This is an optimization exercise on Yosys and OpenROAD, whose aim is small area, a short achievable clock period and few clock cycles per item, not a production implementation. Only simulation tests tie the RTL to the original design; equivalence was not proved. Power figures rest on the tool's default switching activity, not on a simulated workload.

try-umber:
==> flow/design.v (excerpt) <==
module speck_rc4_keygen (
    input             clk,
    input             rst,
    input             start,
    input      [63:0] X,
    input      [63:0] Y1,
    input      [63:0] K1,
    input      [63:0] H1,
    input      [3:0]  add_to_read,
    output            ready,
    output     [3:0]  out,
    output     [31:0] final_out
);
Size in the first run: ~2600 cells after synthesis, ~300 I/O pins, about 25000 sq um of cells after synthesis.
==> module speck_rc4_keygen, before the edit <==
module speck_rc4_keygen (
    input             clk,
    input             rst,
    input             start,
    input      [63:0] X,
    input      [63:0] Y1,
    input      [63:0] K1,
    input      [63:0] H1,
    input      [3:0]  add_to_read,
    output            ready,
    output     [3:0]  out,
    output     [31:0] final_out
);
    reg        idle, speck, hash, ksa, prga, flush;
    reg [3:0]  cnt;             
    reg [3:0]  jAq, r2, r3;     
    reg [3:0]  tAr, tBr, aval;  
    reg        asel;
    reg [63:0] A, B, K, C;
    wire [63:0] sum;
    wire        c56;
    adder_speck add (.ain1(A >> 7), .ain2(B), .add_out(sum), .c56(c56));
    wire [63:0] r_new = sum ^ (hash ? (A << 2) : K);           
    wire [63:0] ky    = K ^ (B << 2);
    wire [63:0] y_new = sum ^ ky;
    wire [63:0] h0    = (sum << 2) ^ ((ky << 2) ^ C);          
    wire [7:0] htop0 = ({7'd0, A[63]} + B[63:56])        ^ A[61:54];
    wire [7:0] htop1 = ({7'd0, A[63]} + B[63:56] + 8'd1) ^ A[61:54];
    wire [7:0] htop  = c56 ? htop1 : htop0;
    wire [3:0] k0_0  = htop0[7:4];
    wire [3:0] k0_1  = htop1[7:4];
    wire [3:0] kk_0  = htop0[7:4] + htop0[3:0];
    wire [3:0] kk_1  = htop1[7:4] + htop1[3:0];
    wire [3:0] kk    = c56 ? kk_1 : kk_0;
    function [3:0] rd(input [63:0] s, input [3:0] idx);
        rd = s[4*idx +: 4];
    endfunction
    wire [3:0] o0 = {3'd0, prga};           
    wire [3:0] o1 = {2'd0, prga, ~prga};    
    wire [3:0] ka = A[63:60];               
    wire [3:0] kb = A[59:56];               
    wire [3:0] sa = prga ? B[7:4]  : B[3:0];
    wire [3:0] sb = prga ? B[11:8] : B[7:4];
    wire [3:0] jAr = jAq;
    wire [3:0] sjA = rd(B, jAr);
    wire       c1  = (jAr == o1);
    wire [3:0] sbA = c1 ? sa : sb;
    wire [3:0] jBr = c1 ? r3 : r2;
    wire [3:0] sjB = (jBr == jAr) ? sa : (jBr == o0) ? sjA : rd(B, jBr);
    reg [63:0] Bn;
    integer p;
    always @* begin
        for (p = 0; p < 16; p = p + 1)
            Bn[4*p +: 4] = (p[3:0] == jBr) ? sbA :
                           (p[3:0] == o1)  ? sjB :
                           (p[3:0] == jAr) ? sa  :
                           (p[3:0] == o0)  ? sjA : B[4*p +: 4];
    end
    wire [3:0] nb2  = 4'd14 - cnt;                  
    wire [3:0] sa_n = sa + nb2;
    wire [3:0] sb_n = sb + nb2;
    wire [3:0] tAs  = (sa - cnt) + sjA;             
    wire [3:0] tAn  = sa_n + sjA;                   
    wire [3:0] tBn  = (c1 ? sa_n : sb_n) + sjB;     
    wire       ksa_last = ksa && (cnt == 4'd14);
    wire       prga_nx  = prga || ksa_last;
    reg        nxp;        
    reg        nlast;      
    wire [3:0] s2_nx = (jBr == 4'd2) ? sbA : (jAr == 4'd2) ? sa : B[11:8];
    wire [3:0] s3_nx = (jBr == 4'd3) ? sbA : (jAr == 4'd3) ? sa : B[15:12];
    wire [3:0] s4_nx = (jBr == 4'd4) ? sbA : (jAr == 4'd4) ? sa : B[19:16];
    wire [3:0] sa_nx = nxp ? s3_nx : s2_nx;
    wire [3:0] sb_nx = nxp ? s4_nx : s3_nx;
    wire [3:0] kn2  = A[55:52] - 4'd2;
    wire [3:0] kkn2 = A[55:52] + A[51:48] - 4'd2;
    wire [3:0] qa   = c1 ? r3 + kn2  : r2 + kn2;
    wire [3:0] qk   = c1 ? r3 + kkn2 : r2 + kkn2;
    wire [3:0] qam  = nlast ? 4'd0 : qa;          
    wire [3:0] qkm  = nlast ? 4'd0 : qk;          
    wire [3:0] jA_nx = qam + sa_nx;
    wire [3:0] r2_nx = qkm + sa_nx + sb_nx;
    wire [3:0] r3_nx = qkm + {sa_nx[2:0], 1'b0};
    wire [3:0] ksA = asel ? aval : rd(B, tAr);
    wire [3:0] ksB = rd(B, tBr);
    reg [63:0] S_init;
    always @* begin
        for (p = 0; p < 16; p = p + 1)
            S_init[4*p +: 4] = p[3:0];
    end
    always @(posedge clk) begin
        if (rst) begin
            idle  <= 1'b1;
            speck <= 1'b0;
            hash  <= 1'b0;
            ksa   <= 1'b0;
            prga  <= 1'b0;
            flush <= 1'b0;
        end else begin
            if (idle && start) begin
                idle  <= 1'b0;
                speck <= 1'b1;
            end
            if (speck && cnt == 4'd6) begin
                speck <= 1'b0;
                hash  <= 1'b1;
            end
            if (hash && cnt == 4'd7) begin
                hash <= 1'b0;
                ksa  <= 1'b1;
            end
            if (ksa_last) begin
                ksa  <= 1'b0;
                prga <= 1'b1;
            end
            if (prga && cnt == 4'd14) begin
                prga  <= 1'b0;
                flush <= 1'b1;
            end
            if (flush) begin
                flush <= 1'b0;
                idle  <= 1'b1;
            end
        end
    end
    always @(posedge clk) begin
        nxp   <= prga || ksa_last || (ksa && cnt == 4'd12);
        nlast <= ksa && (cnt == 4'd12);
        if (idle || flush) begin
            cnt <= 4'd0;
        end else if (speck) begin
            cnt <= (cnt == 4'd6) ? 4'd0 : cnt + 4'd1;
        end else if (hash) begin
            cnt   <= (cnt == 4'd7) ? 4'd0 : cnt + 4'd1;
        end else begin
            cnt   <= cnt + 4'd2;
        end
        jAq  <= hash ? (c56 ? k0_1 : k0_0) : jA_nx;     
        r2   <= hash ? kk + 4'd1 : r2_nx;               
        r3   <= hash ? kk : r3_nx;                      
        tAr  <= tAn;
        tBr  <= tBn;
        asel <= (tAs == o1) || (tAs == jBr);
        aval <= (tAs == o1) ? sbA : sjB;
    end
    always @(posedge clk) begin
        if (idle) begin
            if (start)
                A <= X;
            B <= Y1;
            K <= K1;
            C <= H1;
        end else if (speck) begin
            A <= (cnt == 4'd6) ? h0 : r_new;
            B <= (cnt == 4'd6) ? K : y_new;
        end else if (hash) begin
            A <= r_new;
            B <= (cnt == 4'd7) ? S_init : K;
        end else begin    
            A <= {A[55:0], (ksa ? 8'd0 : {ksA, ksB})};
            B <= {Bn[7:0], Bn[63:8]};
        end
    end
    assign ready = idle;
    wire [3:0] KS [0:15];
    genvar gi;
    generate
        for (gi = 0; gi < 16; gi = gi + 1) begin : g_ks
            assign KS[gi] = A[63 - 4*gi -: 4];
        end
    endgenerate
    assign out       = KS[add_to_read];
    assign final_out = {KS[0] ^ KS[2],  KS[1] ^ KS[3],
                        KS[4] ^ KS[6],  KS[5] ^ KS[7],
                        KS[8] ^ KS[10], KS[9] ^ KS[11],
                        KS[12] ^ KS[14], KS[13] ^ KS[15]};
endmodule
==> flow/config.mk <==
export PLATFORM = sky130hd
export DESIGN_NAME = speck_rc4_keygen
export DESIGN_NICKNAME = speck_rc4_keygen
export VERILOG_FILES = /design/flow/design.v
export SDC_FILE = /design/flow/constraint.sdc
export NUM_CORES = 4
export LEC_CHECK = 0
export ABC_CLOCK_PERIOD_IN_PS = 4000
export CAP_MARGIN = 20
export CORE_MARGIN = 2
export CORE_UTILIZATION = 40
export CTS_CLUSTER_DIAMETER = 100
export CTS_CLUSTER_SIZE = 16
export SETUP_SLACK_MARGIN = 2.6
export SLEW_MARGIN = 20
==> flow/constraint.sdc <==
create_clock -name core_clock -period 7.0 [get_ports {clk}]
set_input_delay 1.4000 -clock core_clock [delete_from_list [all_inputs] [get_ports {clk}]]
set_output_delay 1.4000 -clock core_clock [all_outputs]
set_load 0.01 [all_outputs]
standard.sh (not shown) runs the stock make flow with config.mk's settings and CLKGATE_MAP_FILE= SYNTH_SCRIPT=/design/flow/synth_recipe.tcl, a recipe that flattens the netlist after the stock synthesis.
==> flow/flow/run.sh <==
#!/bin/bash
# Standard ORFS flow (the standard.sh, standard synthesis unchanged);
# the only change is the cell used to buffer the ports: buf_1 instead of
# the default clkdlybuf4s50_1 (every port still gets its own buffer).
set -o pipefail
bash standard.sh BUFFER_PORTS_ARGS="-buffer_cell sky130_fd_sc_hd__buf_1" finish > flow_make.log 2>&1
Testbench counts of try-umber, summed over its fixed seeds: cycles 10,560, items 320.
What try-quartz does differently from try-umber at the input level:
diff --git a/flow/design.v b/flow/design.v
--- a/flow/design.v
+++ b/flow/design.v
@@ -123,23 +123,21 @@
     wire [3:0] tAs  = (sa - cnt) + sjA;             
     wire [3:0] tAn  = sa_n + sjA;                   
     wire [3:0] tBn  = (c1 ? sa_n : sb_n) + sjB;     
     wire       ksa_last = ksa && (cnt == 4'd14);
     wire       prga_nx  = prga || ksa_last;
-    reg        nxp;        
-    reg        nlast;      
     wire [3:0] s2_nx = (jBr == 4'd2) ? sbA : (jAr == 4'd2) ? sa : B[11:8];
     wire [3:0] s3_nx = (jBr == 4'd3) ? sbA : (jAr == 4'd3) ? sa : B[15:12];
     wire [3:0] s4_nx = (jBr == 4'd4) ? sbA : (jAr == 4'd4) ? sa : B[19:16];
-    wire [3:0] sa_nx = nxp ? s3_nx : s2_nx;
-    wire [3:0] sb_nx = nxp ? s4_nx : s3_nx;
+    wire [3:0] sa_nx = prga_nx ? s3_nx : s2_nx;
+    wire [3:0] sb_nx = prga_nx ? s4_nx : s3_nx;
     wire [3:0] kn2  = A[55:52] - 4'd2;
     wire [3:0] kkn2 = A[55:52] + A[51:48] - 4'd2;
     wire [3:0] qa   = c1 ? r3 + kn2  : r2 + kn2;
     wire [3:0] qk   = c1 ? r3 + kkn2 : r2 + kkn2;
-    wire [3:0] qam  = nlast ? 4'd0 : qa;          
-    wire [3:0] qkm  = nlast ? 4'd0 : qk;          
+    wire [3:0] qam  = ksa_last ? 4'd0 : qa;       
+    wire [3:0] qkm  = ksa_last ? 4'd0 : qk;       
     wire [3:0] jA_nx = qam + sa_nx;
     wire [3:0] r2_nx = qkm + sa_nx + sb_nx;
     wire [3:0] r3_nx = qkm + {sa_nx[2:0], 1'b0};
     wire [3:0] ksA = asel ? aval : rd(B, tAr);
     wire [3:0] ksB = rd(B, tBr);
@@ -182,28 +180,29 @@
                 idle  <= 1'b1;
             end
         end
     end
     always @(posedge clk) begin
-        nxp   <= prga || ksa_last || (ksa && cnt == 4'd12);
-        nlast <= ksa && (cnt == 4'd12);
         if (idle || flush) begin
             cnt <= 4'd0;
         end else if (speck) begin
             cnt <= (cnt == 4'd6) ? 4'd0 : cnt + 4'd1;
         end else if (hash) begin
             cnt   <= (cnt == 4'd7) ? 4'd0 : cnt + 4'd1;
+            jAq <= c56 ? k0_1 : k0_0;      
+            r2  <= kk + 4'd1;              
+            r3  <= kk;                     
         end else begin
             cnt   <= cnt + 4'd2;
-        end
-        jAq  <= hash ? (c56 ? k0_1 : k0_0) : jA_nx;     
-        r2   <= hash ? kk + 4'd1 : r2_nx;               
-        r3   <= hash ? kk : r3_nx;                      
-        tAr  <= tAn;
-        tBr  <= tBn;
-        asel <= (tAs == o1) || (tAs == jBr);
-        aval <= (tAs == o1) ? sbA : sjB;
+            jAq   <= jA_nx;
+            r2    <= r2_nx;
+            r3    <= r3_nx;
+            tAr   <= tAn;
+            tBr   <= tBn;
+            asel  <= (tAs == o1) || (tAs == jBr);
+            aval  <= (tAs == o1) ? sbA : sjB;
+        end
     end
     always @(posedge clk) begin
         if (idle) begin
             if (start)
                 A <= X;
@@ -213,11 +212,12 @@
         end else if (speck) begin
             A <= (cnt == 4'd6) ? h0 : r_new;
             B <= (cnt == 4'd6) ? K : y_new;
         end else if (hash) begin
             A <= r_new;
-            B <= (cnt == 4'd7) ? S_init : K;
+            if (cnt == 4'd7)
+                B <= S_init;
         end else begin    
             A <= {A[55:0], (ksa ? 8'd0 : {ksA, ksB})};
             B <= {Bn[7:0], Bn[63:8]};
         end
     end
--- outcome ---
[compare] base=try-umber new=try-quartz: register fraction of the total cell area now larger, number of vias per cell after detailed routing now smaller, leakage power figure now larger.
Looking at capturing element of the worst setup path, the r2[3] result is from try-umber; the A[42] one comes from try-quartz.
In the tables for try-umber and try-quartz, post-detailed-placement cell area reads higher with try-quartz.
When the final numbers for try-umber and try-quartz were put side by side, the switching share of power turned out to be smaller in try-quartz.
Summary — synthesized cell area, try-quartz relative to try-umber: higher, by 5.2%.
In try-quartz the setup slack after layout turned out 0.032 ns higher than in try-umber.
The number of cells on the worst reg-to-reg path of try-quartz falls short of that of try-umber by 9.
From try-umber to try-quartz the numbers moved as follows: final total power went up 8.3%, multiplexer share of the synthesized area held, total area of sequential cells went up about 11%, wire length went down 1500 um.
Testbench counts of try-quartz, summed over its fixed seeds: cycles 10,560, items 320.

[re-timing with driven ports]
In the flow no input, the clock included, has a driving cell. The finished layouts below were timed again as built, in two steps.
Step 1: set_driving_cell puts a clkbuf_16 on clk and a buf_2 on each other input, an assumption about the parent block.
Step 2, shift: input delay + t, output delay - t, t = (earliest + latest rising clock arrival at the registers) / 2. This alone moves slack from input paths to output paths.
Slacks: no drivers / after step 1 / after step 2; pairs: no drivers / after step 1.
run | shift t [ns] | setup WS [ns] | hold WS [ns]
try-umber | 0.652 | 2.565 / 2.565 / 2.565 | 0.601 / 0.601 / 0.601
try-quartz | 0.655 | 2.597 / 2.597 / 2.597 | 0.642 / 0.642 / 0.642
After both steps every run listed still meets setup and hold.
